What follows belongs to an exercise in optimizing a design on an open flow for small area and a short achievable clock period; a production flow would make more cautious choices. Function was checked by simulation only, so behaviour that the tests miss may differ from the original.

<file path="design/flow/flow/run.sh">
#!/bin/bash
# The standard layout (standard.sh: ORFS synthesis to final layout) with a
# few extra ORFS settings; the clock, constraints and synthesis script are
# unchanged. Settings come from flow/params.sh:
#   MARGIN      setup slack that repair_timing aims for (ns)
#   PORTBUF     cell used to buffer every input and output port
#   EXTRA       further ORFS make variables
set -u
. flow/params.sh
bash standard.sh SETUP_SLACK_MARGIN=$MARGIN "BUFFER_PORTS_ARGS=-buffer_cell $PORTBUF" $EXTRA finish > standard.log 2>&1
</file>
<file path="design/flow/flow/params.sh">
MARGIN=6.5
PORTBUF=sky130_fd_sc_hd__buf_2
EXTRA="ABC_LOAD_IN_FF=1"
</file>
<file path="design/flow/standard.sh">
#!/bin/bash
# synth_recipe.tcl (not shown) runs the flow's synth.tcl, then flattens the netlist and writes it again
# the make line also repeats each setting of config.mk as NAME=value (left out here)
make -C /OpenROAD-flow-scripts/flow DESIGN_CONFIG=/design/flow/config.mk WORK_HOME=/design/flow/orfs CLKGATE_MAP_FILE= SYNTH_SCRIPT=/design/flow/synth_recipe.tcl "${@:-finish}"
</file>
<file path="design/flow/config.mk">
export PLATFORM = sky130hd
export DESIGN_NAME = mac
export DESIGN_NICKNAME = mac
export VERILOG_FILES = /design/flow/design.v
export SDC_FILE = /design/flow/constraint.sdc
export NUM_CORES = 4
export LEC_CHECK = 0
export ABC_AREA = 1
export CAP_MARGIN = 20
export CORE_MARGIN = 2
export CORE_UTILIZATION = 60
export CTS_BUF_LIST = sky130_fd_sc_hd__clkbuf_4 sky130_fd_sc_hd__clkbuf_8
export SETUP_SLACK_MARGIN = 5
export SLEW_MARGIN = 20
export SYNTH_HIERARCHICAL = 1
</file>
<file path="design/flow/constraint.sdc">
create_clock -name core_clock -period 12.0 [get_ports {clk}]
set_input_delay 2.4000 -clock core_clock [delete_from_list [all_inputs] [get_ports {clk}]]
set_output_delay 2.4000 -clock core_clock [all_outputs]
set_load 0.01 [all_outputs]
</file>
<file path="design/flow/design.v">
module fullreg #(  parameter N = 16 )(
    input [N-1:0] d,
    output reg [N-1:0] q,
    input clk,
    input en,
    input clr,  
    input rst   
    );
always @(posedge clk,posedge rst) begin
    if(rst)
        q=0;
    else    
    if(en==1)begin
        if(clr)
            q=0;
        else
            q=d;
    end
end
endmodule
`timescale 1ns / 1ps
module adder
   #(parameter integer N=16)
   (
    input  [N-1:0] x1,
    input  [N-1:0] x2,
    output  [N-1:0] y
    );
    assign y=$unsigned(x1)+$unsigned(x2);
endmodule
module fa_cell(input a, input b, input c, output s, output co);
  assign s = a ^ b ^ c;
  assign co = (a & b) | (a & c) | (b & c);
endmodule
module ha_cell(input a, input b, output s, output co);
  assign s = a ^ b;
  assign co = a & b;
endmodule
`timescale 1ns / 1ps
module mult
   #(parameter integer N=9)
   (
    input  [N-1:0] x1,
    input  [N-1:0] x2,
    output  [2*N-1:0] y
    );
    assign y=$signed(x1)*$signed(x2);
endmodule
module mac(
    input [15:0] x1,
    input [15:0] x2,
    input clk,
    input rst,
    input en,
    output [39:0] y
    );
reg [39:0] S;
reg [31:0] C;
wire s1;
wire c2;
wire s3;
wire c4;
wire s5;
wire c6;
wire s7;
wire c8;
wire s9;
wire c10;
wire s11;
wire c12;
wire s13;
wire c14;
wire s15;
wire c16;
wire s17;
wire c18;
wire s19;
wire c20;
wire s21;
wire c22;
wire s23;
wire c24;
wire s25;
wire c26;
wire s27;
wire c28;
wire s29;
wire c30;
wire s31;
wire c32;
wire s33;
wire c34;
wire s35;
wire c36;
wire s37;
wire c38;
wire s39;
wire c40;
wire s41;
wire c42;
wire s43;
wire c44;
wire s45;
wire c46;
wire s47;
wire c48;
wire s49;
wire c50;
wire s51;
wire c52;
wire s53;
wire c54;
wire s55;
wire c56;
wire s57;
wire c58;
wire s59;
wire c60;
wire s61;
wire c62;
wire s63;
wire c64;
wire s65;
wire c66;
wire s67;
wire c68;
wire s69;
wire c70;
wire s71;
wire c72;
wire s73;
wire c74;
wire s75;
wire c76;
wire s77;
wire c78;
wire s79;
wire c80;
wire s81;
wire c82;
wire s83;
wire c84;
wire s85;
wire c86;
wire s87;
wire c88;
wire s89;
wire c90;
wire s91;
wire c92;
wire s93;
wire c94;
wire s95;
wire c96;
wire s97;
wire c98;
wire s99;
wire c100;
wire s101;
wire c102;
wire s103;
wire c104;
wire s105;
wire c106;
wire s107;
wire c108;
wire s109;
wire c110;
wire s111;
wire c112;
wire s113;
wire c114;
wire s115;
wire c116;
wire s117;
wire c118;
wire s119;
wire c120;
wire s121;
wire c122;
wire s123;
wire c124;
wire s125;
wire c126;
wire s127;
wire c128;
wire s129;
wire c130;
wire s131;
wire c132;
wire s133;
wire c134;
wire s135;
wire c136;
wire s137;
wire c138;
wire s139;
wire c140;
wire s141;
wire c142;
wire s143;
wire c144;
wire s145;
wire c146;
wire s147;
wire c148;
wire s149;
wire c150;
wire s151;
wire c152;
wire s153;
wire c154;
wire s155;
wire c156;
wire s157;
wire c158;
wire s159;
wire c160;
wire s161;
wire c162;
wire s163;
wire c164;
wire s165;
wire c166;
wire s167;
wire c168;
wire s169;
wire c170;
wire s171;
wire c172;
wire s173;
wire c174;
wire s175;
wire c176;
wire s177;
wire c178;
wire s179;
wire c180;
wire s181;
wire c182;
wire s183;
wire c184;
wire s185;
wire c186;
wire s187;
wire c188;
wire s189;
wire c190;
wire s191;
wire c192;
wire s193;
wire c194;
wire s195;
wire c196;
wire s197;
wire c198;
wire s199;
wire c200;
wire s201;
wire c202;
wire s203;
wire c204;
wire s205;
wire c206;
wire s207;
wire c208;
wire s209;
wire c210;
wire s211;
wire c212;
wire s213;
wire c214;
wire s215;
wire c216;
wire s217;
wire c218;
wire s219;
wire c220;
wire s221;
wire c222;
wire s223;
wire c224;
wire s225;
wire c226;
wire s227;
wire c228;
wire s229;
wire c230;
wire s231;
wire c232;
wire s233;
wire c234;
wire s235;
wire c236;
wire s237;
wire c238;
wire s239;
wire c240;
wire s241;
wire c242;
wire s243;
wire c244;
wire s245;
wire c246;
wire s247;
wire c248;
wire s249;
wire c250;
wire s251;
wire c252;
wire s253;
wire c254;
wire s255;
wire c256;
wire s257;
wire c258;
wire s259;
wire c260;
wire s261;
wire c262;
wire s263;
wire c264;
wire s265;
wire c266;
wire s267;
wire c268;
wire s269;
wire c270;
wire s271;
wire c272;
wire s273;
wire c274;
wire s275;
wire c276;
wire s277;
wire c278;
wire s279;
wire c280;
wire s281;
wire c282;
wire s283;
wire c284;
wire s285;
wire c286;
wire s287;
wire c288;
wire s289;
wire c290;
wire s291;
wire c292;
wire s293;
wire c294;
wire s295;
wire c296;
wire s297;
wire c298;
wire s299;
wire c300;
wire s301;
wire c302;
wire s303;
wire c304;
wire one0 = en & (x2[0] ^ 1'b0);
wire two0 = en & ((x2[1] & ~x2[0] & ~1'b0) | (~x2[1] & x2[0] & 1'b0));
wire neg0 = en & x2[1];
wire pp0_0 = ((one0 & x1[0]) | (two0 & 1'b0)) ^ neg0;
wire pp0_1 = ((one0 & x1[1]) | (two0 & x1[0])) ^ neg0;
wire pp0_2 = ((one0 & x1[2]) | (two0 & x1[1])) ^ neg0;
wire pp0_3 = ((one0 & x1[3]) | (two0 & x1[2])) ^ neg0;
wire pp0_4 = ((one0 & x1[4]) | (two0 & x1[3])) ^ neg0;
wire pp0_5 = ((one0 & x1[5]) | (two0 & x1[4])) ^ neg0;
wire pp0_6 = ((one0 & x1[6]) | (two0 & x1[5])) ^ neg0;
wire pp0_7 = ((one0 & x1[7]) | (two0 & x1[6])) ^ neg0;
wire pp0_8 = ((one0 & x1[8]) | (two0 & x1[7])) ^ neg0;
wire pp0_9 = ((one0 & x1[9]) | (two0 & x1[8])) ^ neg0;
wire pp0_10 = ((one0 & x1[10]) | (two0 & x1[9])) ^ neg0;
wire pp0_11 = ((one0 & x1[11]) | (two0 & x1[10])) ^ neg0;
wire pp0_12 = ((one0 & x1[12]) | (two0 & x1[11])) ^ neg0;
wire pp0_13 = ((one0 & x1[13]) | (two0 & x1[12])) ^ neg0;
wire pp0_14 = ((one0 & x1[14]) | (two0 & x1[13])) ^ neg0;
wire pp0_15 = ((one0 & x1[15]) | (two0 & x1[14])) ^ neg0;
wire pp0_16 = ~(((one0 & x1[15]) | (two0 & x1[15])) ^ neg0);
wire one1 = en & (x2[2] ^ x2[1]);
wire two1 = en & ((x2[3] & ~x2[2] & ~x2[1]) | (~x2[3] & x2[2] & x2[1]));
wire neg1 = en & x2[3];
wire pp1_0 = ((one1 & x1[0]) | (two1 & 1'b0)) ^ neg1;
wire pp1_1 = ((one1 & x1[1]) | (two1 & x1[0])) ^ neg1;
wire pp1_2 = ((one1 & x1[2]) | (two1 & x1[1])) ^ neg1;
wire pp1_3 = ((one1 & x1[3]) | (two1 & x1[2])) ^ neg1;
wire pp1_4 = ((one1 & x1[4]) | (two1 & x1[3])) ^ neg1;
wire pp1_5 = ((one1 & x1[5]) | (two1 & x1[4])) ^ neg1;
wire pp1_6 = ((one1 & x1[6]) | (two1 & x1[5])) ^ neg1;
wire pp1_7 = ((one1 & x1[7]) | (two1 & x1[6])) ^ neg1;
wire pp1_8 = ((one1 & x1[8]) | (two1 & x1[7])) ^ neg1;
wire pp1_9 = ((one1 & x1[9]) | (two1 & x1[8])) ^ neg1;
wire pp1_10 = ((one1 & x1[10]) | (two1 & x1[9])) ^ neg1;
wire pp1_11 = ((one1 & x1[11]) | (two1 & x1[10])) ^ neg1;
wire pp1_12 = ((one1 & x1[12]) | (two1 & x1[11])) ^ neg1;
wire pp1_13 = ((one1 & x1[13]) | (two1 & x1[12])) ^ neg1;
wire pp1_14 = ((one1 & x1[14]) | (two1 & x1[13])) ^ neg1;
wire pp1_15 = ((one1 & x1[15]) | (two1 & x1[14])) ^ neg1;
wire pp1_16 = ~(((one1 & x1[15]) | (two1 & x1[15])) ^ neg1);
wire one2 = en & (x2[4] ^ x2[3]);
wire two2 = en & ((x2[5] & ~x2[4] & ~x2[3]) | (~x2[5] & x2[4] & x2[3]));
wire neg2 = en & x2[5];
wire pp2_0 = ((one2 & x1[0]) | (two2 & 1'b0)) ^ neg2;
wire pp2_1 = ((one2 & x1[1]) | (two2 & x1[0])) ^ neg2;
wire pp2_2 = ((one2 & x1[2]) | (two2 & x1[1])) ^ neg2;
wire pp2_3 = ((one2 & x1[3]) | (two2 & x1[2])) ^ neg2;
wire pp2_4 = ((one2 & x1[4]) | (two2 & x1[3])) ^ neg2;
wire pp2_5 = ((one2 & x1[5]) | (two2 & x1[4])) ^ neg2;
wire pp2_6 = ((one2 & x1[6]) | (two2 & x1[5])) ^ neg2;
wire pp2_7 = ((one2 & x1[7]) | (two2 & x1[6])) ^ neg2;
wire pp2_8 = ((one2 & x1[8]) | (two2 & x1[7])) ^ neg2;
wire pp2_9 = ((one2 & x1[9]) | (two2 & x1[8])) ^ neg2;
wire pp2_10 = ((one2 & x1[10]) | (two2 & x1[9])) ^ neg2;
wire pp2_11 = ((one2 & x1[11]) | (two2 & x1[10])) ^ neg2;
wire pp2_12 = ((one2 & x1[12]) | (two2 & x1[11])) ^ neg2;
wire pp2_13 = ((one2 & x1[13]) | (two2 & x1[12])) ^ neg2;
wire pp2_14 = ((one2 & x1[14]) | (two2 & x1[13])) ^ neg2;
wire pp2_15 = ((one2 & x1[15]) | (two2 & x1[14])) ^ neg2;
wire pp2_16 = ~(((one2 & x1[15]) | (two2 & x1[15])) ^ neg2);
wire one3 = en & (x2[6] ^ x2[5]);
wire two3 = en & ((x2[7] & ~x2[6] & ~x2[5]) | (~x2[7] & x2[6] & x2[5]));
wire neg3 = en & x2[7];
wire pp3_0 = ((one3 & x1[0]) | (two3 & 1'b0)) ^ neg3;
wire pp3_1 = ((one3 & x1[1]) | (two3 & x1[0])) ^ neg3;
wire pp3_2 = ((one3 & x1[2]) | (two3 & x1[1])) ^ neg3;
wire pp3_3 = ((one3 & x1[3]) | (two3 & x1[2])) ^ neg3;
wire pp3_4 = ((one3 & x1[4]) | (two3 & x1[3])) ^ neg3;
wire pp3_5 = ((one3 & x1[5]) | (two3 & x1[4])) ^ neg3;
wire pp3_6 = ((one3 & x1[6]) | (two3 & x1[5])) ^ neg3;
wire pp3_7 = ((one3 & x1[7]) | (two3 & x1[6])) ^ neg3;
wire pp3_8 = ((one3 & x1[8]) | (two3 & x1[7])) ^ neg3;
wire pp3_9 = ((one3 & x1[9]) | (two3 & x1[8])) ^ neg3;
wire pp3_10 = ((one3 & x1[10]) | (two3 & x1[9])) ^ neg3;
wire pp3_11 = ((one3 & x1[11]) | (two3 & x1[10])) ^ neg3;
wire pp3_12 = ((one3 & x1[12]) | (two3 & x1[11])) ^ neg3;
wire pp3_13 = ((one3 & x1[13]) | (two3 & x1[12])) ^ neg3;
wire pp3_14 = ((one3 & x1[14]) | (two3 & x1[13])) ^ neg3;
wire pp3_15 = ((one3 & x1[15]) | (two3 & x1[14])) ^ neg3;
wire pp3_16 = ~(((one3 & x1[15]) | (two3 & x1[15])) ^ neg3);
wire one4 = en & (x2[8] ^ x2[7]);
wire two4 = en & ((x2[9] & ~x2[8] & ~x2[7]) | (~x2[9] & x2[8] & x2[7]));
wire neg4 = en & x2[9];
wire pp4_0 = ((one4 & x1[0]) | (two4 & 1'b0)) ^ neg4;
wire pp4_1 = ((one4 & x1[1]) | (two4 & x1[0])) ^ neg4;
wire pp4_2 = ((one4 & x1[2]) | (two4 & x1[1])) ^ neg4;
wire pp4_3 = ((one4 & x1[3]) | (two4 & x1[2])) ^ neg4;
wire pp4_4 = ((one4 & x1[4]) | (two4 & x1[3])) ^ neg4;
wire pp4_5 = ((one4 & x1[5]) | (two4 & x1[4])) ^ neg4;
wire pp4_6 = ((one4 & x1[6]) | (two4 & x1[5])) ^ neg4;
wire pp4_7 = ((one4 & x1[7]) | (two4 & x1[6])) ^ neg4;
wire pp4_8 = ((one4 & x1[8]) | (two4 & x1[7])) ^ neg4;
wire pp4_9 = ((one4 & x1[9]) | (two4 & x1[8])) ^ neg4;
wire pp4_10 = ((one4 & x1[10]) | (two4 & x1[9])) ^ neg4;
wire pp4_11 = ((one4 & x1[11]) | (two4 & x1[10])) ^ neg4;
wire pp4_12 = ((one4 & x1[12]) | (two4 & x1[11])) ^ neg4;
wire pp4_13 = ((one4 & x1[13]) | (two4 & x1[12])) ^ neg4;
wire pp4_14 = ((one4 & x1[14]) | (two4 & x1[13])) ^ neg4;
wire pp4_15 = ((one4 & x1[15]) | (two4 & x1[14])) ^ neg4;
wire pp4_16 = ~(((one4 & x1[15]) | (two4 & x1[15])) ^ neg4);
wire one5 = en & (x2[10] ^ x2[9]);
wire two5 = en & ((x2[11] & ~x2[10] & ~x2[9]) | (~x2[11] & x2[10] & x2[9]));
wire neg5 = en & x2[11];
wire pp5_0 = ((one5 & x1[0]) | (two5 & 1'b0)) ^ neg5;
wire pp5_1 = ((one5 & x1[1]) | (two5 & x1[0])) ^ neg5;
wire pp5_2 = ((one5 & x1[2]) | (two5 & x1[1])) ^ neg5;
wire pp5_3 = ((one5 & x1[3]) | (two5 & x1[2])) ^ neg5;
wire pp5_4 = ((one5 & x1[4]) | (two5 & x1[3])) ^ neg5;
wire pp5_5 = ((one5 & x1[5]) | (two5 & x1[4])) ^ neg5;
wire pp5_6 = ((one5 & x1[6]) | (two5 & x1[5])) ^ neg5;
wire pp5_7 = ((one5 & x1[7]) | (two5 & x1[6])) ^ neg5;
wire pp5_8 = ((one5 & x1[8]) | (two5 & x1[7])) ^ neg5;
wire pp5_9 = ((one5 & x1[9]) | (two5 & x1[8])) ^ neg5;
wire pp5_10 = ((one5 & x1[10]) | (two5 & x1[9])) ^ neg5;
wire pp5_11 = ((one5 & x1[11]) | (two5 & x1[10])) ^ neg5;
wire pp5_12 = ((one5 & x1[12]) | (two5 & x1[11])) ^ neg5;
wire pp5_13 = ((one5 & x1[13]) | (two5 & x1[12])) ^ neg5;
wire pp5_14 = ((one5 & x1[14]) | (two5 & x1[13])) ^ neg5;
wire pp5_15 = ((one5 & x1[15]) | (two5 & x1[14])) ^ neg5;
wire pp5_16 = ~(((one5 & x1[15]) | (two5 & x1[15])) ^ neg5);
wire one6 = en & (x2[12] ^ x2[11]);
wire two6 = en & ((x2[13] & ~x2[12] & ~x2[11]) | (~x2[13] & x2[12] & x2[11]));
wire neg6 = en & x2[13];
wire pp6_0 = ((one6 & x1[0]) | (two6 & 1'b0)) ^ neg6;
wire pp6_1 = ((one6 & x1[1]) | (two6 & x1[0])) ^ neg6;
wire pp6_2 = ((one6 & x1[2]) | (two6 & x1[1])) ^ neg6;
wire pp6_3 = ((one6 & x1[3]) | (two6 & x1[2])) ^ neg6;
wire pp6_4 = ((one6 & x1[4]) | (two6 & x1[3])) ^ neg6;
wire pp6_5 = ((one6 & x1[5]) | (two6 & x1[4])) ^ neg6;
wire pp6_6 = ((one6 & x1[6]) | (two6 & x1[5])) ^ neg6;
wire pp6_7 = ((one6 & x1[7]) | (two6 & x1[6])) ^ neg6;
wire pp6_8 = ((one6 & x1[8]) | (two6 & x1[7])) ^ neg6;
wire pp6_9 = ((one6 & x1[9]) | (two6 & x1[8])) ^ neg6;
wire pp6_10 = ((one6 & x1[10]) | (two6 & x1[9])) ^ neg6;
wire pp6_11 = ((one6 & x1[11]) | (two6 & x1[10])) ^ neg6;
wire pp6_12 = ((one6 & x1[12]) | (two6 & x1[11])) ^ neg6;
wire pp6_13 = ((one6 & x1[13]) | (two6 & x1[12])) ^ neg6;
wire pp6_14 = ((one6 & x1[14]) | (two6 & x1[13])) ^ neg6;
wire pp6_15 = ((one6 & x1[15]) | (two6 & x1[14])) ^ neg6;
wire pp6_16 = ~(((one6 & x1[15]) | (two6 & x1[15])) ^ neg6);
wire one7 = en & (x2[14] ^ x2[13]);
wire two7 = en & ((x2[15] & ~x2[14] & ~x2[13]) | (~x2[15] & x2[14] & x2[13]));
wire neg7 = en & x2[15];
wire pp7_0 = ((one7 & x1[0]) | (two7 & 1'b0)) ^ neg7;
wire pp7_1 = ((one7 & x1[1]) | (two7 & x1[0])) ^ neg7;
wire pp7_2 = ((one7 & x1[2]) | (two7 & x1[1])) ^ neg7;
wire pp7_3 = ((one7 & x1[3]) | (two7 & x1[2])) ^ neg7;
wire pp7_4 = ((one7 & x1[4]) | (two7 & x1[3])) ^ neg7;
wire pp7_5 = ((one7 & x1[5]) | (two7 & x1[4])) ^ neg7;
wire pp7_6 = ((one7 & x1[6]) | (two7 & x1[5])) ^ neg7;
wire pp7_7 = ((one7 & x1[7]) | (two7 & x1[6])) ^ neg7;
wire pp7_8 = ((one7 & x1[8]) | (two7 & x1[7])) ^ neg7;
wire pp7_9 = ((one7 & x1[9]) | (two7 & x1[8])) ^ neg7;
wire pp7_10 = ((one7 & x1[10]) | (two7 & x1[9])) ^ neg7;
wire pp7_11 = ((one7 & x1[11]) | (two7 & x1[10])) ^ neg7;
wire pp7_12 = ((one7 & x1[12]) | (two7 & x1[11])) ^ neg7;
wire pp7_13 = ((one7 & x1[13]) | (two7 & x1[12])) ^ neg7;
wire pp7_14 = ((one7 & x1[14]) | (two7 & x1[13])) ^ neg7;
wire pp7_15 = ((one7 & x1[15]) | (two7 & x1[14])) ^ neg7;
wire pp7_16 = ~(((one7 & x1[15]) | (two7 & x1[15])) ^ neg7);
ha_cell hs1 (.a(y[14]), .b(neg7), .s(s1), .co(c2));
ha_cell hs3 (.a(y[15]), .b(pp0_15), .s(s3), .co(c4));
assign s5 = ~(y[16] ^ pp0_16);
assign c6 = y[16] | pp0_16;
assign s7 = ~y[17];
assign c8 = y[17];
ha_cell hs9 (.a(y[8]), .b(neg4), .s(s9), .co(c10));
ha_cell hs11 (.a(y[9]), .b(pp0_9), .s(s11), .co(c12));
fa_cell fs13 (.a(y[10]), .b(neg5), .c(pp0_10), .s(s13), .co(c14));
ha_cell hs15 (.a(pp1_8), .b(pp2_6), .s(s15), .co(c16));
fa_cell fs17 (.a(y[11]), .b(pp0_11), .c(pp1_9), .s(s17), .co(c18));
ha_cell hs19 (.a(pp2_7), .b(pp3_5), .s(s19), .co(c20));
fa_cell fs21 (.a(y[12]), .b(neg6), .c(pp0_12), .s(s21), .co(c22));
fa_cell fs23 (.a(pp1_10), .b(pp2_8), .c(pp3_6), .s(s23), .co(c24));
ha_cell hs25 (.a(pp4_4), .b(pp5_2), .s(s25), .co(c26));
fa_cell fs27 (.a(y[13]), .b(pp0_13), .c(pp1_11), .s(s27), .co(c28));
fa_cell fs29 (.a(pp2_9), .b(pp3_7), .c(pp4_5), .s(s29), .co(c30));
ha_cell hs31 (.a(pp5_3), .b(pp6_1), .s(s31), .co(c32));
fa_cell fs33 (.a(s1), .b(pp0_14), .c(pp1_12), .s(s33), .co(c34));
fa_cell fs35 (.a(pp2_10), .b(pp3_8), .c(pp4_6), .s(s35), .co(c36));
fa_cell fs37 (.a(pp5_4), .b(pp6_2), .c(pp7_0), .s(s37), .co(c38));
fa_cell fs39 (.a(c2), .b(pp1_13), .c(pp2_11), .s(s39), .co(c40));
fa_cell fs41 (.a(pp3_9), .b(pp4_7), .c(pp5_5), .s(s41), .co(c42));
fa_cell fs43 (.a(pp6_3), .b(pp7_1), .c(s3), .s(s43), .co(c44));
fa_cell fs45 (.a(pp1_14), .b(pp2_12), .c(pp3_10), .s(s45), .co(c46));
fa_cell fs47 (.a(pp4_8), .b(pp5_6), .c(pp6_4), .s(s47), .co(c48));
fa_cell fs49 (.a(pp7_2), .b(c4), .c(s5), .s(s49), .co(c50));
fa_cell fs51 (.a(s7), .b(pp1_15), .c(pp2_13), .s(s51), .co(c52));
fa_cell fs53 (.a(pp3_11), .b(pp4_9), .c(pp5_7), .s(s53), .co(c54));
fa_cell fs55 (.a(pp6_5), .b(pp7_3), .c(c6), .s(s55), .co(c56));
fa_cell fs57 (.a(y[18]), .b(c8), .c(pp1_16), .s(s57), .co(c58));
fa_cell fs59 (.a(pp2_14), .b(pp3_12), .c(pp4_10), .s(s59), .co(c60));
fa_cell fs61 (.a(pp5_8), .b(pp6_6), .c(pp7_4), .s(s61), .co(c62));
assign s63 = ~(y[19] ^ pp2_15);
assign c64 = y[19] | pp2_15;
fa_cell fs65 (.a(pp3_13), .b(pp4_11), .c(pp5_9), .s(s65), .co(c66));
ha_cell hs67 (.a(pp6_7), .b(pp7_5), .s(s67), .co(c68));
fa_cell fs69 (.a(y[20]), .b(pp2_16), .c(pp3_14), .s(s69), .co(c70));
fa_cell fs71 (.a(pp4_12), .b(pp5_10), .c(pp6_8), .s(s71), .co(c72));
assign s73 = ~(y[21] ^ pp3_15);
assign c74 = y[21] | pp3_15;
ha_cell hs75 (.a(pp4_13), .b(pp5_11), .s(s75), .co(c76));
fa_cell fs77 (.a(y[22]), .b(pp3_16), .c(pp4_14), .s(s77), .co(c78));
assign s79 = ~y[23];
assign c80 = y[23];
ha_cell hs81 (.a(y[4]), .b(neg2), .s(s81), .co(c82));
ha_cell hs83 (.a(y[5]), .b(pp0_5), .s(s83), .co(c84));
fa_cell fs85 (.a(y[6]), .b(neg3), .c(pp0_6), .s(s85), .co(c86));
ha_cell hs87 (.a(pp1_4), .b(pp2_2), .s(s87), .co(c88));
fa_cell fs89 (.a(y[7]), .b(pp0_7), .c(pp1_5), .s(s89), .co(c90));
ha_cell hs91 (.a(pp2_3), .b(pp3_1), .s(s91), .co(c92));
fa_cell fs93 (.a(s9), .b(pp0_8), .c(pp1_6), .s(s93), .co(c94));
fa_cell fs95 (.a(pp2_4), .b(pp3_2), .c(pp4_0), .s(s95), .co(c96));
fa_cell fs97 (.a(c10), .b(pp1_7), .c(pp2_5), .s(s97), .co(c98));
fa_cell fs99 (.a(pp3_3), .b(pp4_1), .c(s11), .s(s99), .co(c100));
fa_cell fs101 (.a(pp3_4), .b(pp4_2), .c(pp5_0), .s(s101), .co(c102));
fa_cell fs103 (.a(c12), .b(s15), .c(s13), .s(s103), .co(c104));
fa_cell fs105 (.a(pp4_3), .b(pp5_1), .c(c16), .s(s105), .co(c106));
fa_cell fs107 (.a(s19), .b(c14), .c(s17), .s(s107), .co(c108));
fa_cell fs109 (.a(pp6_0), .b(c20), .c(s25), .s(s109), .co(c110));
fa_cell fs111 (.a(c18), .b(s21), .c(s23), .s(s111), .co(c112));
fa_cell fs113 (.a(c26), .b(s31), .c(c22), .s(s113), .co(c114));
fa_cell fs115 (.a(c24), .b(s27), .c(s29), .s(s115), .co(c116));
fa_cell fs117 (.a(c32), .b(c28), .c(c30), .s(s117), .co(c118));
fa_cell fs119 (.a(s33), .b(s35), .c(s37), .s(s119), .co(c120));
fa_cell fs121 (.a(c34), .b(c36), .c(c38), .s(s121), .co(c122));
fa_cell fs123 (.a(s39), .b(s41), .c(s43), .s(s123), .co(c124));
fa_cell fs125 (.a(c40), .b(c42), .c(s45), .s(s125), .co(c126));
fa_cell fs127 (.a(s47), .b(c44), .c(s49), .s(s127), .co(c128));
fa_cell fs129 (.a(c46), .b(c48), .c(s51), .s(s129), .co(c130));
fa_cell fs131 (.a(s53), .b(c50), .c(s55), .s(s131), .co(c132));
fa_cell fs133 (.a(c52), .b(c54), .c(s57), .s(s133), .co(c134));
fa_cell fs135 (.a(s59), .b(s61), .c(c56), .s(s135), .co(c136));
fa_cell fs137 (.a(s67), .b(c58), .c(c60), .s(s137), .co(c138));
fa_cell fs139 (.a(c62), .b(s63), .c(s65), .s(s139), .co(c140));
fa_cell fs141 (.a(pp7_6), .b(c68), .c(c64), .s(s141), .co(c142));
fa_cell fs143 (.a(c66), .b(s69), .c(s71), .s(s143), .co(c144));
fa_cell fs145 (.a(pp6_9), .b(pp7_7), .c(s75), .s(s145), .co(c146));
fa_cell fs147 (.a(c70), .b(c72), .c(s73), .s(s147), .co(c148));
fa_cell fs149 (.a(pp5_12), .b(pp6_10), .c(pp7_8), .s(s149), .co(c150));
fa_cell fs151 (.a(c76), .b(c74), .c(s77), .s(s151), .co(c152));
fa_cell fs153 (.a(s79), .b(pp4_15), .c(pp5_13), .s(s153), .co(c154));
fa_cell fs155 (.a(pp6_11), .b(pp7_9), .c(c78), .s(s155), .co(c156));
fa_cell fs157 (.a(y[24]), .b(c80), .c(pp4_16), .s(s157), .co(c158));
fa_cell fs159 (.a(pp5_14), .b(pp6_12), .c(pp7_10), .s(s159), .co(c160));
assign s161 = ~(y[25] ^ pp5_15);
assign c162 = y[25] | pp5_15;
ha_cell hs163 (.a(pp6_13), .b(pp7_11), .s(s163), .co(c164));
fa_cell fs165 (.a(y[26]), .b(pp5_16), .c(pp6_14), .s(s165), .co(c166));
assign s167 = ~y[27];
assign c168 = y[27];
ha_cell hs169 (.a(y[2]), .b(neg1), .s(s169), .co(c170));
ha_cell hs171 (.a(y[3]), .b(pp0_3), .s(s171), .co(c172));
fa_cell fs173 (.a(s81), .b(pp0_4), .c(pp1_2), .s(s173), .co(c174));
fa_cell fs175 (.a(c82), .b(pp1_3), .c(pp2_1), .s(s175), .co(c176));
fa_cell fs177 (.a(pp3_0), .b(c84), .c(s87), .s(s177), .co(c178));
fa_cell fs179 (.a(c88), .b(s91), .c(c86), .s(s179), .co(c180));
fa_cell fs181 (.a(c92), .b(c90), .c(s93), .s(s181), .co(c182));
fa_cell fs183 (.a(c94), .b(c96), .c(s97), .s(s183), .co(c184));
fa_cell fs185 (.a(c98), .b(s101), .c(c100), .s(s185), .co(c186));
fa_cell fs187 (.a(c102), .b(s105), .c(c104), .s(s187), .co(c188));
fa_cell fs189 (.a(c106), .b(s109), .c(c108), .s(s189), .co(c190));
fa_cell fs191 (.a(c110), .b(c112), .c(s113), .s(s191), .co(c192));
fa_cell fs193 (.a(c114), .b(c116), .c(s117), .s(s193), .co(c194));
fa_cell fs195 (.a(c118), .b(c120), .c(s121), .s(s195), .co(c196));
fa_cell fs197 (.a(c122), .b(s125), .c(c124), .s(s197), .co(c198));
fa_cell fs199 (.a(c126), .b(s129), .c(c128), .s(s199), .co(c200));
fa_cell fs201 (.a(c130), .b(s133), .c(c132), .s(s201), .co(c202));
fa_cell fs203 (.a(c134), .b(s137), .c(s139), .s(s203), .co(c204));
fa_cell fs205 (.a(c138), .b(c140), .c(s141), .s(s205), .co(c206));
fa_cell fs207 (.a(s145), .b(c142), .c(c144), .s(s207), .co(c208));
fa_cell fs209 (.a(s149), .b(c146), .c(c148), .s(s209), .co(c210));
fa_cell fs211 (.a(c150), .b(s153), .c(c152), .s(s211), .co(c212));
fa_cell fs213 (.a(c154), .b(s157), .c(s159), .s(s213), .co(c214));
fa_cell fs215 (.a(s163), .b(c158), .c(c160), .s(s215), .co(c216));
fa_cell fs217 (.a(pp7_12), .b(c164), .c(c162), .s(s217), .co(c218));
fa_cell fs219 (.a(s167), .b(pp6_15), .c(pp7_13), .s(s219), .co(c220));
fa_cell fs221 (.a(y[28]), .b(c168), .c(pp6_16), .s(s221), .co(c222));
assign s223 = ~y[29];
assign c224 = y[29];
ha_cell hs225 (.a(y[0]), .b(neg0), .s(s225), .co(c226));
ha_cell hs227 (.a(y[1]), .b(pp0_1), .s(s227), .co(c228));
fa_cell fs229 (.a(s169), .b(pp0_2), .c(pp1_0), .s(s229), .co(c230));
fa_cell fs231 (.a(c170), .b(pp1_1), .c(s171), .s(s231), .co(c232));
fa_cell fs233 (.a(pp2_0), .b(c172), .c(s173), .s(s233), .co(c234));
fa_cell fs235 (.a(s83), .b(c174), .c(s175), .s(s235), .co(c236));
fa_cell fs237 (.a(c176), .b(s85), .c(s177), .s(s237), .co(c238));
fa_cell fs239 (.a(s89), .b(c178), .c(s179), .s(s239), .co(c240));
fa_cell fs241 (.a(s95), .b(c180), .c(s181), .s(s241), .co(c242));
fa_cell fs243 (.a(s99), .b(c182), .c(s183), .s(s243), .co(c244));
fa_cell fs245 (.a(c184), .b(s103), .c(s185), .s(s245), .co(c246));
fa_cell fs247 (.a(s107), .b(c186), .c(s187), .s(s247), .co(c248));
fa_cell fs249 (.a(s111), .b(c188), .c(s189), .s(s249), .co(c250));
fa_cell fs251 (.a(s115), .b(c190), .c(s191), .s(s251), .co(c252));
fa_cell fs253 (.a(s119), .b(c192), .c(s193), .s(s253), .co(c254));
fa_cell fs255 (.a(s123), .b(c194), .c(s195), .s(s255), .co(c256));
fa_cell fs257 (.a(c196), .b(s127), .c(s197), .s(s257), .co(c258));
fa_cell fs259 (.a(s131), .b(c198), .c(s199), .s(s259), .co(c260));
fa_cell fs261 (.a(s135), .b(c200), .c(s201), .s(s261), .co(c262));
fa_cell fs263 (.a(c136), .b(s203), .c(c202), .s(s263), .co(c264));
fa_cell fs265 (.a(s143), .b(c204), .c(s205), .s(s265), .co(c266));
fa_cell fs267 (.a(s147), .b(c206), .c(s207), .s(s267), .co(c268));
fa_cell fs269 (.a(s151), .b(c208), .c(s209), .s(s269), .co(c270));
fa_cell fs271 (.a(s155), .b(c210), .c(s211), .s(s271), .co(c272));
fa_cell fs273 (.a(c156), .b(s213), .c(c212), .s(s273), .co(c274));
fa_cell fs275 (.a(s161), .b(c214), .c(s215), .s(s275), .co(c276));
fa_cell fs277 (.a(s165), .b(c216), .c(s217), .s(s277), .co(c278));
fa_cell fs279 (.a(c166), .b(s219), .c(c218), .s(s279), .co(c280));
fa_cell fs281 (.a(pp7_14), .b(c220), .c(s221), .s(s281), .co(c282));
fa_cell fs283 (.a(s223), .b(pp7_15), .c(c222), .s(s283), .co(c284));
fa_cell fs285 (.a(y[30]), .b(c224), .c(pp7_16), .s(s285), .co(c286));
assign s287 = ~y[31];
assign c288 = y[31];
assign s289 = ~y[32];
assign c290 = y[32];
assign s291 = ~y[33];
assign c292 = y[33];
assign s293 = ~y[34];
assign c294 = y[34];
assign s295 = ~y[35];
assign c296 = y[35];
assign s297 = ~y[36];
assign c298 = y[36];
assign s299 = ~y[37];
assign c300 = y[37];
assign s301 = ~y[38];
assign c302 = y[38];
assign s303 = ~y[39];
assign c304 = y[39];
wire [7:0] hs = {c302, c300, c298, c296, c294, c292, c290, c288} + {s303, s301, s299, s297, s295, s293, s291, s289};
wire [39:0] Sn = {hs[7], hs[6], hs[5], hs[4], hs[3], hs[2], hs[1], hs[0], c286, c284, c282, c280, c278, c276, c274, c272, c270, c268, c266, c264, c262, c260, c258, c256, c254, c252, c250, c248, c246, c244, c242, c240, c238, c236, c234, c232, c230, c228, c226, pp0_0};
wire [31:0] Cn = {s287, s285, s283, s281, s279, s277, s275, s273, s271, s269, s267, s265, s263, s261, s259, s257, s255, s253, s251, s249, s247, s245, s243, s241, s239, s237, s235, s233, s231, s229, s227, s225};
always @(posedge clk or posedge rst)
  if (rst) begin
    S <= 40'd0;
    C <= 32'd0;
  end else begin
    S <= Sn;
    C <= Cn;
  end
wire [39:0] ya = S[39:0], yb = {8'd0, C};
wire [39:0] p0 = ya ^ yb, g0 = ya & yb;
wire bg0_1 = g0[1] | (p0[1] & g0[0]);
wire bp0_1 = p0[1] & p0[0];
wire bg0_3 = g0[3] | (p0[3] & g0[2]);
wire bp0_3 = p0[3] & p0[2];
wire bg0_5 = g0[5] | (p0[5] & g0[4]);
wire bp0_5 = p0[5] & p0[4];
wire bg0_7 = g0[7] | (p0[7] & g0[6]);
wire bp0_7 = p0[7] & p0[6];
wire bg0_9 = g0[9] | (p0[9] & g0[8]);
wire bp0_9 = p0[9] & p0[8];
wire bg0_11 = g0[11] | (p0[11] & g0[10]);
wire bp0_11 = p0[11] & p0[10];
wire bg0_13 = g0[13] | (p0[13] & g0[12]);
wire bp0_13 = p0[13] & p0[12];
wire bg0_15 = g0[15] | (p0[15] & g0[14]);
wire bp0_15 = p0[15] & p0[14];
wire bg0_17 = g0[17] | (p0[17] & g0[16]);
wire bp0_17 = p0[17] & p0[16];
wire bg0_19 = g0[19] | (p0[19] & g0[18]);
wire bp0_19 = p0[19] & p0[18];
wire bg0_21 = g0[21] | (p0[21] & g0[20]);
wire bp0_21 = p0[21] & p0[20];
wire bg0_23 = g0[23] | (p0[23] & g0[22]);
wire bp0_23 = p0[23] & p0[22];
wire bg0_25 = g0[25] | (p0[25] & g0[24]);
wire bp0_25 = p0[25] & p0[24];
wire bg0_27 = g0[27] | (p0[27] & g0[26]);
wire bp0_27 = p0[27] & p0[26];
wire bg0_29 = g0[29] | (p0[29] & g0[28]);
wire bp0_29 = p0[29] & p0[28];
wire bg0_31 = g0[31] | (p0[31] & g0[30]);
wire bp0_31 = p0[31] & p0[30];
wire bg0_33 = g0[33] | (p0[33] & g0[32]);
wire bp0_33 = p0[33] & p0[32];
wire bg0_35 = g0[35] | (p0[35] & g0[34]);
wire bp0_35 = p0[35] & p0[34];
wire bg0_37 = g0[37] | (p0[37] & g0[36]);
wire bp0_37 = p0[37] & p0[36];
wire bg0_39 = g0[39] | (p0[39] & g0[38]);
wire bp0_39 = p0[39] & p0[38];
wire bg1_3 = bg0_3 | (bp0_3 & bg0_1);
wire bp1_3 = bp0_3 & bp0_1;
wire bg1_7 = bg0_7 | (bp0_7 & bg0_5);
wire bp1_7 = bp0_7 & bp0_5;
wire bg1_11 = bg0_11 | (bp0_11 & bg0_9);
wire bp1_11 = bp0_11 & bp0_9;
wire bg1_15 = bg0_15 | (bp0_15 & bg0_13);
wire bp1_15 = bp0_15 & bp0_13;
wire bg1_19 = bg0_19 | (bp0_19 & bg0_17);
wire bp1_19 = bp0_19 & bp0_17;
wire bg1_23 = bg0_23 | (bp0_23 & bg0_21);
wire bp1_23 = bp0_23 & bp0_21;
wire bg1_27 = bg0_27 | (bp0_27 & bg0_25);
wire bp1_27 = bp0_27 & bp0_25;
wire bg1_31 = bg0_31 | (bp0_31 & bg0_29);
wire bp1_31 = bp0_31 & bp0_29;
wire bg1_35 = bg0_35 | (bp0_35 & bg0_33);
wire bp1_35 = bp0_35 & bp0_33;
wire bg1_39 = bg0_39 | (bp0_39 & bg0_37);
wire bp1_39 = bp0_39 & bp0_37;
wire bg2_7 = bg1_7 | (bp1_7 & bg1_3);
wire bp2_7 = bp1_7 & bp1_3;
wire bg2_15 = bg1_15 | (bp1_15 & bg1_11);
wire bp2_15 = bp1_15 & bp1_11;
wire bg2_23 = bg1_23 | (bp1_23 & bg1_19);
wire bp2_23 = bp1_23 & bp1_19;
wire bg2_31 = bg1_31 | (bp1_31 & bg1_27);
wire bp2_31 = bp1_31 & bp1_27;
wire bg2_39 = bg1_39 | (bp1_39 & bg1_35);
wire bp2_39 = bp1_39 & bp1_35;
wire bg3_15 = bg2_15 | (bp2_15 & bg2_7);
wire bp3_15 = bp2_15 & bp2_7;
wire bg3_31 = bg2_31 | (bp2_31 & bg2_23);
wire bp3_31 = bp2_31 & bp2_23;
wire bg4_31 = bg3_31 | (bp3_31 & bg3_15);
wire bp4_31 = bp3_31 & bp3_15;
wire bg8_23 = bg2_23 | (bp2_23 & bg3_15);
wire bp8_23 = bp2_23 & bp3_15;
wire bg8_39 = bg2_39 | (bp2_39 & bg4_31);
wire bp8_39 = bp2_39 & bp4_31;
wire bg9_11 = bg1_11 | (bp1_11 & bg2_7);
wire bp9_11 = bp1_11 & bp2_7;
wire bg9_19 = bg1_19 | (bp1_19 & bg3_15);
wire bp9_19 = bp1_19 & bp3_15;
wire bg9_27 = bg1_27 | (bp1_27 & bg8_23);
wire bp9_27 = bp1_27 & bp8_23;
wire bg9_35 = bg1_35 | (bp1_35 & bg4_31);
wire bp9_35 = bp1_35 & bp4_31;
wire bg10_5 = bg0_5 | (bp0_5 & bg1_3);
wire bp10_5 = bp0_5 & bp1_3;
wire bg10_9 = bg0_9 | (bp0_9 & bg2_7);
wire bp10_9 = bp0_9 & bp2_7;
wire bg10_13 = bg0_13 | (bp0_13 & bg9_11);
wire bp10_13 = bp0_13 & bp9_11;
wire bg10_17 = bg0_17 | (bp0_17 & bg3_15);
wire bp10_17 = bp0_17 & bp3_15;
wire bg10_21 = bg0_21 | (bp0_21 & bg9_19);
wire bp10_21 = bp0_21 & bp9_19;
wire bg10_25 = bg0_25 | (bp0_25 & bg8_23);
wire bp10_25 = bp0_25 & bp8_23;
wire bg10_29 = bg0_29 | (bp0_29 & bg9_27);
wire bp10_29 = bp0_29 & bp9_27;
wire bg10_33 = bg0_33 | (bp0_33 & bg4_31);
wire bp10_33 = bp0_33 & bp4_31;
wire bg10_37 = bg0_37 | (bp0_37 & bg9_35);
wire bp10_37 = bp0_37 & bp9_35;
wire bg11_2 = g0[2] | (p0[2] & bg0_1);
wire bp11_2 = p0[2] & bp0_1;
wire bg11_4 = g0[4] | (p0[4] & bg1_3);
wire bp11_4 = p0[4] & bp1_3;
wire bg11_6 = g0[6] | (p0[6] & bg10_5);
wire bp11_6 = p0[6] & bp10_5;
wire bg11_8 = g0[8] | (p0[8] & bg2_7);
wire bp11_8 = p0[8] & bp2_7;
wire bg11_10 = g0[10] | (p0[10] & bg10_9);
wire bp11_10 = p0[10] & bp10_9;
wire bg11_12 = g0[12] | (p0[12] & bg9_11);
wire bp11_12 = p0[12] & bp9_11;
wire bg11_14 = g0[14] | (p0[14] & bg10_13);
wire bp11_14 = p0[14] & bp10_13;
wire bg11_16 = g0[16] | (p0[16] & bg3_15);
wire bp11_16 = p0[16] & bp3_15;
wire bg11_18 = g0[18] | (p0[18] & bg10_17);
wire bp11_18 = p0[18] & bp10_17;
wire bg11_20 = g0[20] | (p0[20] & bg9_19);
wire bp11_20 = p0[20] & bp9_19;
wire bg11_22 = g0[22] | (p0[22] & bg10_21);
wire bp11_22 = p0[22] & bp10_21;
wire bg11_24 = g0[24] | (p0[24] & bg8_23);
wire bp11_24 = p0[24] & bp8_23;
wire bg11_26 = g0[26] | (p0[26] & bg10_25);
wire bp11_26 = p0[26] & bp10_25;
wire bg11_28 = g0[28] | (p0[28] & bg9_27);
wire bp11_28 = p0[28] & bp9_27;
wire bg11_30 = g0[30] | (p0[30] & bg10_29);
wire bp11_30 = p0[30] & bp10_29;
wire bg11_32 = g0[32] | (p0[32] & bg4_31);
wire bp11_32 = p0[32] & bp4_31;
wire bg11_34 = g0[34] | (p0[34] & bg10_33);
wire bp11_34 = p0[34] & bp10_33;
wire bg11_36 = g0[36] | (p0[36] & bg9_35);
wire bp11_36 = p0[36] & bp9_35;
wire bg11_38 = g0[38] | (p0[38] & bg10_37);
wire bp11_38 = p0[38] & bp10_37;
wire [39:0] cy = {bg11_38, bg10_37, bg11_36, bg9_35, bg11_34, bg10_33, bg11_32, bg4_31, bg11_30, bg10_29, bg11_28, bg9_27, bg11_26, bg10_25, bg11_24, bg8_23, bg11_22, bg10_21, bg11_20, bg9_19, bg11_18, bg10_17, bg11_16, bg3_15, bg11_14, bg10_13, bg11_12, bg9_11, bg11_10, bg10_9, bg11_8, bg2_7, bg11_6, bg10_5, bg11_4, bg1_3, bg11_2, bg0_1, g0[0], 1'b0};
assign y[39:0] = p0 ^ cy;
endmodule
</file>
==> results_dict.tcl, run 1 <==
set metrics [dict create \
    critPathLaunchType "flip-flop" \
    path_clk_slew_ns 0.08 \
    clk_path_buf_depth 2 \
    seq_area_frac_synth 0.194 \
    synth_cell_types 33 \
    synth_seq_cells 72 \
    netlist_top_cells_area "fa_1 29%, dfrtp_1 19%, xor2_1 14%, ha_1 8.8%, o22ai_1 6.7%" \
    die_area_sq_um 16500 \
    holdCritPathClass "reg -> reg" \
    die_w_um 128 \
    worst_clock_skew_ns 0.0164 \
    drtIter0Drc 509 \
    insertion_delay_ns 0.38 \
    multi_input_comb_area_sq_um 6770 \
    pin_count 75 \
    clock_sinks 72 \
    setup_violations 0 \
    synth_area_per_cell_sq_um 10.2 \
    fill_cells 1255 \
    worst_slack_ns 6.63 \
    synthFlopType "dfrtp_1" \
    synth_fp_nets 1139 \
    synth_top_area_frac 0.287 \
    core_sq_um 15100 \
    reg2reg_depth 15 \
    maxCapViolations 0 \
    rows 45 \
    critPathKind "reg -> out" \
    totalNegativeSetupSlack_ns 0 \
    final_area_sq_um 10100 \
    synth_edf_count 0 \
    syn_to_final_growth_pct 8.61 \
    cts_buffers 9 \
    grt_pass1_wl_mm 36.1 \
    final_layout_size_suffix_gt1_frac 0.200 \
    ant_nets 0 \
    pre_cts_slack_ns 5.89 \
    placed_area_sq_um 9520 \
    yosysWarnings 7 \
    die_height_um 128 \
    period_minus_slack_ns 5.37 \
    synth-async-reset-ratio 1.00 \
    port_buffers 74 \
    whs_path_depth 2 \
    finalHoldViolCount 0 \
    gr-total-overflow 0 \
    via_count 6606 \
    cts_tree "built" \
    status "finished clean" \
    drc 0 \
    min_period_over_period 0.447 \
    tightest_slew_ns 0.931 \
    yosysTopAreaCell "fa_1" \
    hpwl_mm 16.9 \
    gp_routability_congestion 0.939 \
    seq_area_sq_um 1800 \
    crit_path_end_kind "primary output" \
    drv_slew 0 \
    final_nets 1185 \
    grt_max_degree 73 \
    required_ns 9.60 \
    h-tree-depth 3 \
    crit_arrival_ns 2.97 \
    start_util 0.613 \
    rsz0062_at_grt "true" \
    antenna_found_initial 0 \
    routed_wl_mm 21.6 \
    relSlewSlack 0.379 \
    fmax_mhz 186 \
    worstPathMaxFanout 4 \
    netlist_area_sq_um 9280 \
    antenna_cells 0 \
    dr.pass1.iters 5 \
    viasPerCell 5.77 \
    grt_pass1_vias 7108 \
    cts_root_buffer "clkbuf_8" \
    wl_per_cell_um 18.9 \
    syn_inst 906 \
    grtUsageTotal 0.285 \
]
## through the flow
| stage | utilization | hold WS [ns] | std cells |
|---|---|---|---|
| final | 0.666 | 0.650 | 1144 |
| after global routing | 0.666 | 0.675 | 1144 |
| after CTS | 0.655 | 0.650 | 1137 |
| after detailed placement | 0.629 | 0.626 | 1115 |
| after global placement | 0.629 | 0.603 | 1115 |
| after floorplan | - | 0.608 | 906 |
## modules after synthesis (local to each module, per instance)
module / flip-flops and latches / copies in the design
mac: 72 / 1
fa_cell: 0 / 116
ha_cell: 0 / 19
## flip-flops by register name, summed over array words and instances, names as in the netlist
name	count
C	32
S	40
## cells in the final DEF (no fill, tap or decap), drive strengths merged, types with 14 or more instances in the layout
master	count
xor2	145
fa	133
inv	127
o22ai	120
buf	88
nand2	79
dfrtp	72
ha	65
nor2	24
o21ai	17
xnor2	16
a21oi	14
## critical path: stages, from the launching register on
cell	delay [ns]
dfrtp_1	0.37
ha_2	0.18
fa_2	0.35
nand2_2	0.07
nand2_2	0.06
nand3_2	0.10
nand2_4	0.09
nand2_4	0.12
nand2_8	0.08
nand2_4	0.08
nand2_4	0.06
nand2_1	0.07
nand2_2	0.07
nand2_2	0.06
nand2_2	0.06
fa_2	0.38
xnor2_2	0.17
inv_1	0.07
buf_2	0.14
## cell usage after synthesis, types with 6 or more instances
cell      count
xor2_1      145
fa_1        133
inv_1       111
o22ai_1     100
nand2_1      78
dfrtp_1      72
ha_1         65
nor2_1       24
buf_2        21
o22ai_2      20
inv_2        18
xnor2_1      16
a21oi_1      14
buf_4        13
buf_6        11
o21ai_0      10
nand3_1       9
nor3_4        7
a21o_1        6
clkbuf_1      6
## cell families (layout without fill, tap and decap cells)
family,Yosys count,in the layout,share of synthesized area
fa+ha+maj,198,198,0.374
buf+inv,184,234,0.0931
compound gates,165,165,0.123
xor+xnor,161,161,0.152
simple gates,126,126,0.0638
flops,72,72,0.194
## cell type report
| cell class | instances | share of cell area |
|---|---|---|
| well taps | 188 | 0.0233 |
| repair buffers | 89 | 0.0506 |
| multi-input cells | 650 | 0.672 |
| clock buffers | 9 | 0.0123 |
| flip-flops and latches | 72 | 0.179 |
| inverters | 130 | 0.0504 |
| clock inverters | 6 | 0.0132 |
## metal layers
metal	wire length, um	up-vias	track usage
met4	381	0	0.0730
li1	-	3022	-
met1	9710	3300	0.408
met5	0	-	0
met3	1430	32	0.0520
met2	10100	252	0.456
## final timing paths
kind | from | endpoint | slack (ns)
worst max register to register | C[7]$_DFF_PP0_ | C[15]$_DFF_PP0_ | 7.41
worst min register to register | S[0]$_DFF_PP0_ | C[0]$_DFF_PP0_ | 0.65
worst min-delay path | S[0]$_DFF_PP0_ | C[0]$_DFF_PP0_ | 0.65
min in group asynchronous | rst | S[36]$_DFF_PP0_ | 2.31
max in group asynchronous | rst | S[29]$_DFF_PP0_ | 9.09
worst max-delay path | C[0]$_DFF_PP0_ | y[31] | 6.63
## repair_timing
action | in CTS | in global routing
endpoints found under the hold margin | 0 | 0
hold buffers | 0 | 0
setup endpoints to repair | 25 | 19
resized for setup | 19 | 31
pin swaps | 5 | 12
setup buffers | 7 | 7
==> inputs of run 2 (changes only) <==
==> design/flow/flow/params.sh (replaced) <==
MARGIN=6.5
PORTBUF=sky130_fd_sc_hd__buf_2
EXTRA="ABC_LOAD_IN_FF=2 RECOVER_POWER=30"
==> run 2 against run 1 <==
The layout now fails its checks (max-capacitance violations, max-slew violations). Critical endpoint is now C[5]$_DFF_PP0_. Fmax decreased by 6.4%. Clock-buffer cell count did not move. Worst setup slack worse by 0.36 ns. Core utilization is 1.2 points lower. Global-route usage rose by 0.71 points. Critical path depth fell by 15. Hold slack better by 0.0094 ns. Via count is 0.67% higher.
==> results_dict.tcl, run 2 <==
set metrics [dict create \
    status "failed layout checks" \
    violations "max-capacitance violations, max-slew violations" \
    antenna_cells 0 \
    drc 0 \
    start_util 0.611 \
    dr.pass1.iters 5 \
    ant_nets 0 \
    totalNegativeSetupSlack_ns 0 \
    insertion_delay_ns 0.38 \
    top_regs "S: 40 flops, C: 32 flops" \
    clk_path_buf_depth 2 \
    drv_slew 73 \
    finalHoldViolCount 0 \
    maxCapViolations 1 \
    final_common_cell "xor2_1" \
    rsz0062_at_grt "true" \
    via_count 6650 \
    rows 45 \
    grt_pass1_wl_mm 36.6 \
    layout_common_cells "145 x xor2_1, 130 x fa_1, 108 x o22ai_1, 103 x inv_1, 73 x buf_2" \
    netlist_top_cells_area "fa_1 29%, dfrtp_1 20%, xor2_1 14%, ha_1 8.8%, o22ai_1 7.3%" \
    synth_edf_count 0 \
    syn_to_final_growth_pct 7.02 \
    critPathLaunchType "primary input" \
    cts_tree "built" \
    ctsHoldBuffers 0 \
    grt_pass1_vias 7009 \
    relSlewSlack -1.61 \
    holdCritPathClass "reg -> reg" \
    min_period_over_period 0.478 \
    routed_wl_mm 22.2 \
    wl_per_cell_um 19.4 \
    fmax_mhz 174 \
    cts_root_buffer "clkbuf_8" \
    h-tree-depth 3 \
    grt_max_degree 73 \
    synth_cell_types 33 \
    post-route-util 0.653 \
    synth_most_common_cell "xor2_1" \
    synth_common_cells "145 x xor2_1, 133 x fa_1, 110 x inv_1" \
    viasPerCell 5.82 \
    period_minus_slack_ns 5.73 \
    yosysTopAreaCell "fa_1" \
    tightest_slew_ns 3.91 \
    port_buffers 74 \
    grtUsageTotal 0.292 \
    gr-total-overflow 0 \
    hpwl_mm 17.4 \
    path_clk_slew_ns 0.09 \
    setup_violations 0 \
    final_nets 1184 \
    synth_top_area_frac 0.289 \
    final_layout_size_suffix_gt1_frac 0.184 \
    clock_sinks 72 \
    largest_reg_flops 40 \
    worst_clock_skew_ns 0.0151 \
    syn_inst 906 \
    synth_area_per_cell_sq_um 10.2 \
    crit_path_end_kind "asynchronous set/reset pin" \
    seq_area_frac_synth 0.196 \
    synth_seq_cells 72 \
    die_area_sq_um 16400 \
    largest-register "S" \
    required_ns 11.57 \
    synth_fp_nets 1139 \
    drtIter0Drc 534 \
    worstPathMaxFanout 72 \
    netlist_area_sq_um 9210 \
    critPathKind "in -> async" \
    die_height_um 128 \
    antenna_found_initial 0 \
    gp_routability_congestion 0.956 \
    pin_count 75 \
    cts_buffers 9 \
    synthFlopType "dfrtp_1" \
    whs_ns 0.659 \
    yosysWarnings 7 \
    crit_arrival_ns 5.31 \
    synth-async-reset-ratio 1.00 \
    die_w_um 128 \
    core_sq_um 15100 \
]
run 2: per-layer routing:
metal | share of wire | wire length (um) | GRT usage | vias to the layer above
met3 | 0.068 | 1520 | 0.0522 | 29
met2 | 0.47 | 10500 | 0.460 | 261
met1 | 0.44 | 9800 | 0.423 | 3327
met5 | 0 | 0 | 0 | -
li1 | - | - | - | 3033
met4 | 0.017 | 369 | 0.0802 | 0
run 2: kinds of logic after synthesis:
kind of cell,after synthesis,share of synthesized area
fa+ha+maj,198,0.377
simple gates,126,0.0642
buf+inv,184,0.0922
xor+xnor,161,0.153
compound gates,165,0.118
flops,72,0.196
run 2: cell type report:
type | instances | area (sq um)
multi-input combinational | 650 | 6690
fill | 1287 | 5230
sequential | 72 | 1800
inverter | 130 | 503
timing repair buffer | 88 | 474
tap | 188 | 235
clock buffer | 9 | 124
clock inverter | 6 | 37.5
run 2: metrics by stage:
stage	setup slack [ns]	cells	instance area [sq um]
after CTS	6.46	1132	9690
after floorplan	6.67	906	9210
final	6.27	1143	9860
after global routing	5.33	1143	9860
after detailed placement	5.99	1115	9470
after global placement	6.09	1115	9470
run 2: timing repair:
item,4_1_cts,5_1_grt
hold endpoints to repair,0,0
resized for setup,15,34
setup buffers,2,11
pin swaps,5,11
endpoints found under the setup margin,18,17
run 2: worst max-delay path, stage by stage:
cell	delay, ns
buf_2	0.09
inv_1	0.04
clkbuf_1	2.74
run 2: modules after synthesis, one instance, submodules excluded:
module,flip-flops and latches,cell area (sq um),copies in the design
ha_cell,0,12.5,19
mac,72,6650,1
fa_cell,0,20.0,116
run 2: final timing paths:
path                                 start               to  slack [ns]  depth (start not counted)
hold reg to reg            S[31]$_DFF_PP0_  C[31]$_DFF_PP0_        0.66                          2
setup / recovery                       rst   C[5]$_DFF_PP0_        6.27                          3
setup reg to reg            S[0]$_DFF_PP0_  C[15]$_DFF_PP0_        7.41                         17
min in group asynchronous              rst  C[16]$_DFF_PP0_        3.55                          3
hold / removal             S[31]$_DFF_PP0_  C[31]$_DFF_PP0_        0.66                          2
max in group core_clock                 en  C[18]$_DFF_PP0_        6.58                          8
==> inputs of run 3 (changes only) <==
==> design/flow/flow/params.sh (replaced) <==
MARGIN=6.5
PORTBUF=sky130_fd_sc_hd__buf_2
EXTRA="ABC_LOAD_IN_FF=2"
--- a/design/flow/config.mk
+++ b/design/flow/config.mk
@@ -10,6 +10,7 @@
 export CORE_MARGIN = 2
 export CORE_UTILIZATION = 60
 export CTS_BUF_LIST = sky130_fd_sc_hd__clkbuf_4 sky130_fd_sc_hd__clkbuf_8
+export PLACE_DENSITY = 0.8
 export SETUP_SLACK_MARGIN = 5
 export SLEW_MARGIN = 20
 export SYNTH_HIERARCHICAL = 1
==> run 3 against run 2 <==
Now clean on timing, DRC and antenna. Clock skew down 0.0056 ns. Register-to-register slack gained 0.04 ns. Die area did not move. Global-route usage down 0.90 points. Synthesized area stayed put. Highest routed layer unchanged. Final cell count is 0.17% lower. Critical endpoint is now y[21]. Critical path type is now reg -> out.
==> results_dict.tcl, run 3 <==
set metrics [dict create \
    dr.pass1.iters 5 \
    fmax_mhz 186 \
    final_layout_size_suffix_gt1_frac 0.185 \
    rows 45 \
    met3_length_mm 1.60 \
    final_area_sq_um 9870 \
    synth_area_per_cell_sq_um 10.2 \
    antenna_found_initial 0 \
    instances_no_fill 1141 \
    synthMuxAreaShare 0 \
    tightest_slew_ns 0.904 \
    cpLargestDelayFamily "simple AND/OR/NAND/NOR gates" \
    seq_area_frac_synth 0.196 \
    crit_chain "ha_1 -> nand2_1 -> nor2_1 -> inv_1 -> nor2_1 -> nand2_4 -> nand2_8 -> inv_4 -> nor2_1 -> nor2_2 -> buf_4 -> fa_1 -> xnor2_1 -> buf_2" \
    grtUsageTotal 0.283 \
    synth_edf_count 0 \
    pin_count 75 \
    crit_path_end_kind "primary output" \
    clk_path_buf_depth 2 \
    gr-total-overflow 0 \
    cts_root_buffer "clkbuf_8" \
    setup_violations 0 \
    min_period_over_period 0.449 \
    synthSimpleGateAreaFrac 0.0642 \
    drv_slew 0 \
    cpPeakStageDelay_ns 0.38 \
    crit_arrival_ns 2.98 \
    placed_area_sq_um 9470 \
    relSlewSlack 0.397 \
    layout_common_cells "145 x xor2_1, 130 x fa_1, 107 x o22ai_1, 103 x inv_1, 73 x buf_2" \
    h-tree-depth 3 \
    die_area_sq_um 16400 \
    rsz0062_at_grt "true" \
    grt_pass1_vias 6910 \
    wl_met1_mm 8.67 \
    yosysTopAreaCell "fa_1" \
    synth_fa_ha_area_frac 0.377 \
    grt_max_degree 73 \
    ant_nets 0 \
    fill_cells 1163 \
    antenna_cells 0 \
    insertion_delay_ns 0.38 \
    worst_path_most_repeated_cell "nor2_1" \
    largest-register "S" \
    synth_top_family_by_area "adder cells" \
    routed.top_layer "met4" \
    port_buffers 74 \
    totalNegativeSetupSlack_ns 0 \
    worstPathMaxFanout 4 \
    syn_to_final_growth_pct 7.09 \
    critPathLaunchType "flip-flop" \
    die_w_um 128 \
    synth_xor_area_frac 0.153 \
    synth_seq_cells 72 \
    synthFlopType "dfrtp_1" \
    routed_wl_mm 21.5 \
    top_regs "S: 40 flops, C: 32 flops" \
    cts_tree "built" \
    path_clk_slew_ns 0.08 \
    synth_fp_nets 1139 \
    post-route-util 0.654 \
    grt_pass1_wl_mm 35.5 \
    timing.critical_path.buf_inv 4 \
    synth_cell_types 33 \
    dp_cells 1115 \
    status "finished clean" \
    synth-async-reset-ratio 1.00 \
    holdCritPathClass "reg -> reg" \
    core_sq_um 15100 \
    drc 0 \
    final_nets 1181 \
    hpwl_mm 16.4 \
    syn_inst 906 \
    gp_routability_congestion 0.932 \
    required_ns 9.60 \
    netlist_top_cells_area "fa_1 29%, dfrtp_1 20%, xor2_1 14%, ha_1 8.8%, o22ai_1 7.3%" \
    final_common_cell "xor2_1" \
    period_minus_slack_ns 5.38 \
    drtIter0Drc 502 \
    worst_clock_skew_ns 0.00957 \
    wl_per_cell_um 18.9 \
    netlist_area_sq_um 9210 \
    synth_top_area_frac 0.289 \
    maxCapViolations 0 \
    die_height_um 128 \
    largest_reg_flops 40 \
    critPathKind "reg -> out" \
    cts_buffers 9 \
    yosysWarnings 7 \
    critical-path-slowest-cell "fa_1" \
    finalHoldViolCount 0 \
    via_count 6746 \
    synth_most_common_cell "xor2_1" \
    start_util 0.611 \
    viasPerCell 5.91 \
    ctsHoldBuffers 0 \
    clock_sinks 72 \
    synth_common_cells "145 x xor2_1, 133 x fa_1, 110 x inv_1" \
    wl_met2_mm 10.5 \
    synth-compound-area-share 0.118 \
]
-- run 3: tightest hold or removal path, delay by kind of cell, from the launching register on --
kind	cells	cell delay, ns
adders and majority gates	2	0.28
DFF	1	0.34
-- run 3: layout make-up --
type	count	area (sq um)	area share
Multi-Input combinational cell	650	6700	0.679
Sequential cell	72	1800	0.183
Inverter	130	500	0.0507
Timing Repair Buffer	85	455	0.0462
Tap cell	188	235	0.0238
Clock buffer	10	131	0.0133
Clock inverter	6	46.3	0.00469
-- run 3: routing by layer --
metal / global-route usage / up-vias
met5: 0 / -
met4: 0.112 / 0
met3: 0.0705 / 61
met2: 0.458 / 314
met1: 0.370 / 3342
li1: - / 3029
-- run 3: logic make-up (layout without fill, tap and decap cells) --
group | Yosys count | after routing
xor+xnor | 161 | 161
buf+inv | 184 | 231
compound gates | 165 | 165
simple gates | 126 | 126
flops | 72 | 72
fa+ha+maj | 198 | 198
-- run 3: stage by stage --
| stage | setup slack [ns] | hold WS, ns |
|---|---|---|
| 4_1_cts | 6.48 | 0.646 |
| 5_1_grt | 6.40 | 0.691 |
| 2_1_floorplan | 6.67 | 0.608 |
| 3_3_place_gp | 6.11 | 0.614 |
| 6_report | 6.62 | 0.654 |
| 3_5_place_dp | 6.02 | 0.625 |
-- run 3: final timing paths --
| kind | start | endpoint | slack [ns] | cells after the start |
|---|---|---|---|---|
| min reg2reg | S[0]$_DFF_PP0_ | C[0]$_DFF_PP0_ | 0.65 | 2 |
| max in group asynchronous | rst | C[21]$_DFF_PP0_ | 9.13 | 3 |
| max | C[15]$_DFF_PP0_ | y[21] | 6.62 | 14 |
| max reg2reg | C[0]$_DFF_PP0_ | C[15]$_DFF_PP0_ | 7.45 | 16 |
| min in group asynchronous | rst | S[3]$_DFF_PP0_ | 2.29 | 3 |
| min | S[0]$_DFF_PP0_ | C[0]$_DFF_PP0_ | 0.65 | 2 |
-- run 3: what timing repair did --
item / in CTS / in global routing
pin swaps: 5 / 11
gates resized for setup: 14 / 34
buffers inserted: 3 / 7
setup endpoints to repair: 20 / 29
-- run 3: per-module statistics from Yosys (local to each module, per instance) --
| module | copies in the design | cell area, sq um | flip-flops and latches | cells |
|---|---|---|---|---|
| fa_cell | 116 | 20.0 | 0 | 1 |
| mac | 1 | 6650 | 72 | 771 |
| ha_cell | 19 | 12.5 | 0 | 1 |

-- afterwards: timing with drivers on the ports --
Ports are ideal in the flow. The routed layouts listed here were re-timed in OpenROAD. Step 1, drivers: a clkbuf_16 drives clk and a buf_2 each remaining input, both assumed. Step 2, shift: input delay + t, output delay - t, t = (earliest + latest rising clock arrival at the registers) / 2. This alone moves slack from input paths to output paths. Three values: no drivers, after step 1, after step 2; two values: the first two.
run	t, ns	setup slack, ns	latest minus earliest clock arrival (ns)	worst slew at a driven data input, ns
run 1	0.408	6.631 / 6.591 / 6.270	0.016 / 0.017	0.03
run 2	0.407	6.267 / 6.283 / 5.876	0.015 / 0.015	0.04
run 3	0.420	6.617 / 6.577 / 6.250	0.009 / 0.010	0.05
The setup slack of run 2, which loses most, moves by +0.016 ns with the drivers and by -0.391 ns with both steps. Setup slack includes reset recovery checks.
